Source: an optimization exercise on an open RTL-to-GDS flow (aim: small area). Production flows keep margins and buffers that such runs may drop. Only simulation tests tie the RTL to the original design; equivalence was not proved. Power is estimated from default activity; no workload was simulated.

// VGATopModule
module VGATopModule #(
    parameter TICK_CYCLES = 5000,          
    parameter LOCKOUT_DURATION = 25000,    
    parameter DEBOUNCE_DELAY = 50,         
    parameter FLASH_DURATION = 5000,       
    parameter BUZZER_DURATION = 15000,     
    parameter BUZZER_HALF_PERIOD = 10      
) (
    input clk,
    input sys_rst,             
    input reset,               
    input start_button,        
    input enable,              
    input [2:0] ir_sensor_p1,  
    input [2:0] ir_sensor_p2,  
    output h_sync,
    output v_sync,
    output [3:0] red,
    output [3:0] green,
    output [3:0] blue,
    output buzzer_out          
);
For scale: about 1700 cells after synthesis, roughly 270 flip-flops, roughly 26 I/O pins, roughly 0.013 mm2 of cells after synthesis.
Settings: LEC_CHECK=0, CAP_MARGIN=20, CORE_MARGIN=2, CORE_UTILIZATION=40, PLACE_DENSITY=0.6, SLEW_MARGIN=40; clock period 20.0 ns.
standard.sh (not shown) runs the stock make flow with config.mk's settings and CLKGATE_MAP_FILE= SYNTH_SCRIPT=/design/flow/synth_recipe.tcl, a recipe that flattens the netlist after the stock synthesis.
==> flow/flow/run.sh <==
#!/bin/bash
# Layout flow: the standard flow (standard.sh), with an area-oriented ABC
# script (deep AIG resynthesis, then area-oriented mapping) in place of
# ORFS's mapping script, and with adders left to ABC instead of mapped to
# full and half adder cells. Everything else, including the synthesis script,
# is ORFS's own.
set -euo pipefail
HERE=$(pwd)
rm -rf "$HERE/orfs_scripts"
cp -r "$FLOW_HOME/scripts" "$HERE/orfs_scripts"
cp "$HERE/flow/abc_deep.script" "$HERE/orfs_scripts/abc_speed.script"
cp "$HERE/flow/abc_deep.script" "$HERE/orfs_scripts/abc_area.script"
bash standard.sh SCRIPTS_DIR="$HERE/orfs_scripts" ADDER_MAP_FILE= finish > "$HERE/flow_make.log" 2>&1
==> flow/flow/abc_deep.script <==
strash
&get -n
&deepsyn -T 120
&put
&get -n
&dch -f
&nf -R 1000
&put
topo
stime -c
Edit:
==> flow/flow/run.sh (replaced) <==
#!/bin/bash
# Layout flow: the standard flow (standard.sh) with these changes, all
# aimed at cell area (the clock period is met with several ns to spare):
#  - synthesis: an area-oriented ABC script (deep AIG resynthesis, then
#    area-oriented mapping) in place of ORFS's mapping script, and adders
#    left to ABC instead of being mapped to full and half adder cells.
#    Registers are untouched: ABC only sees the logic between them.
#  - port buffers: the smallest buffer cell.
#  - clock tree: clkbuf_8 buffers, sinks clustered by 20, no dummy loads.
# Everything else is ORFS's own.
set -euo pipefail
HERE=$(pwd)
rm -rf "$HERE/orfs_scripts"
cp -r "$FLOW_HOME/scripts" "$HERE/orfs_scripts"
cp "$HERE/flow/abc_deep.script" "$HERE/orfs_scripts/abc_speed.script"
cp "$HERE/flow/abc_deep.script" "$HERE/orfs_scripts/abc_area.script"
bash standard.sh SCRIPTS_DIR="$HERE/orfs_scripts" ADDER_MAP_FILE= \
  GPL_TIMING_DRIVEN=0 \
  BUFFER_PORTS_ARGS="-buffer_cell sky130_fd_sc_hd__buf_1" \
  CTS_ARGS="-sink_clustering_enable -repair_clock_nets -dont_use_dummy_load -buf_list sky130_fd_sc_hd__clkbuf_8 -root_buf sky130_fd_sc_hd__clkbuf_8 -sink_clustering_size 20 -sink_clustering_max_diameter 120" \
  finish > "$HERE/flow_make.log" 2>&1
==> flow/flow/abc_deep.script (replaced) <==
strash
&get -n
&deepsyn -T 300
&put
&get -n
&dch -f
&nf -R 1000
&put
topo
stime -c
GPL_TIMING_DRIVEN = 0   (was not set)
- The new run finished with timing, DRC and antenna clean
- clock power decreases by well over a third
- utilization fell by 3.1 points
- clock skew came out higher by 97 ps
- count of clock-buffer cells in the layout fell by 24
- sequential power barely changes
- synthesized cell count fell slightly
- flip-flop and latch count stays the same
- cell area falls by a little under a tenth
- setup slack gets better by 1800 ps

---

Another version of the RTL of VGATopModule (not shown whole).
For scale: about 260 flip-flops, ~26 I/O pins.
// VGATopModule
module VGATopModule #(
    parameter TICK_CYCLES = 5000,          
    parameter LOCKOUT_DURATION = 25000,    
    parameter DEBOUNCE_DELAY = 50,         
    parameter FLASH_DURATION = 5000,       
    parameter BUZZER_DURATION = 15000,     
    parameter BUZZER_HALF_PERIOD = 10      
) (
    input clk,
    input sys_rst,             
    input reset,               
    input start_button,        
    input enable,              
    input [2:0] ir_sensor_p1,  
    input [2:0] ir_sensor_p2,  
    output h_sync,
    output v_sync,
    output [3:0] red,
    output [3:0] green,
    output [3:0] blue,
    output buzzer_out          
);
Settings: LEC_CHECK=0, CAP_MARGIN=20, CORE_MARGIN=2, CORE_UTILIZATION=40, GPL_TIMING_DRIVEN=0, PLACE_DENSITY=0.6, SLEW_MARGIN=40; clock period 20.0 ns.
==> flow/flow/run.sh <==
#!/bin/bash
# Layout flow: the standard flow (standard.sh) with these changes, all
# aimed at cell area (the clock period is met with several ns to spare):
#  - synthesis: an area-oriented ABC script (deep AIG resynthesis, then
#    area-oriented mapping) in place of ORFS's mapping script, and adders
#    left to ABC instead of being mapped to full and half adder cells.
#    Registers are untouched: ABC only sees the logic between them.
#  - port buffers: the smallest buffer cell.
#  - clock tree: clkbuf_8 buffers, sinks clustered by 16, no dummy loads.
# Everything else is ORFS's own.
set -euo pipefail
HERE=$(pwd)
rm -rf "$HERE/orfs_scripts"
cp -r "$FLOW_HOME/scripts" "$HERE/orfs_scripts"
cp "$HERE/flow/abc_deep.script" "$HERE/orfs_scripts/abc_speed.script"
cp "$HERE/flow/abc_deep.script" "$HERE/orfs_scripts/abc_area.script"
bash standard.sh SCRIPTS_DIR="$HERE/orfs_scripts" ADDER_MAP_FILE= \
  GPL_TIMING_DRIVEN=0 \
  BUFFER_PORTS_ARGS="-buffer_cell sky130_fd_sc_hd__buf_1" \
  CTS_ARGS="-sink_clustering_enable -repair_clock_nets -dont_use_dummy_load -buf_list sky130_fd_sc_hd__clkbuf_8 -root_buf sky130_fd_sc_hd__clkbuf_16 -sink_clustering_size 16 -sink_clustering_max_diameter 100" \
  finish > "$HERE/flow_make.log" 2>&1
==> flow/flow/abc_deep.script <==
strash
&get -n
&deepsyn -T 300
&put
&get -n
&dch -f
&nf -R 1000
&put
topo
stime -c
==> next run, changes <==
--- a/flow/flow/run.sh
+++ b/flow/flow/run.sh
@@ -8 +8,2 @@
-#  - port buffers: the smallest buffer cell.
+#  - port buffers, and the buffers synthesis puts on outputs that share a
+#    net: the smallest buffer cell.
@@ -18,0 +20 @@
+  MIN_BUF_CELL_AND_PORTS="sky130_fd_sc_hd__buf_1 A X" \
Settings changed: CORE_UTILIZATION 40 to 55, PLACE_DENSITY 0.6 to 0.75, SLEW_MARGIN 40 to 30.
Utilization rose by 16 points.
Sequential power stays flat.
Clock-buffer cell count goes down by 1.
Power falls by 1.9%.
Flip-flop and latch count is unchanged.

what the ideal ports hide:
How much do the figures lean on ideal ports? The routed layouts below were timed once more, with nothing changed but the port constraints. Step 1: set_driving_cell puts a clkbuf_16 on clk and a buf_2 on each other input, an assumption about the parent block. Step 2 adds t to the input delays and takes it off the output delays; t is the mean of the earliest and latest rising clock arrival at the registers after step 1. Input paths then give back, and output paths get back, about the clock's delay inside the block. a / b / c = ideal / step 1 / step 2; a / b = the first two.
run | t, ns | slack for setup (ns) | worst slew at a driven data input, ns
the first run of note 1 | 0.614 | 5.416 / 5.365 / 5.979 | 0.04
the second run of note 1 | 0.546 | 7.260 / 7.208 / 7.754 | 0.03
the first run of note 2 | 0.497 | 6.360 / 6.316 / 6.813 | 0.03
the second run of note 2 | 0.518 | 6.390 / 6.337 / 6.855 | 0.12
After both steps setup and hold are still met in every run listed.
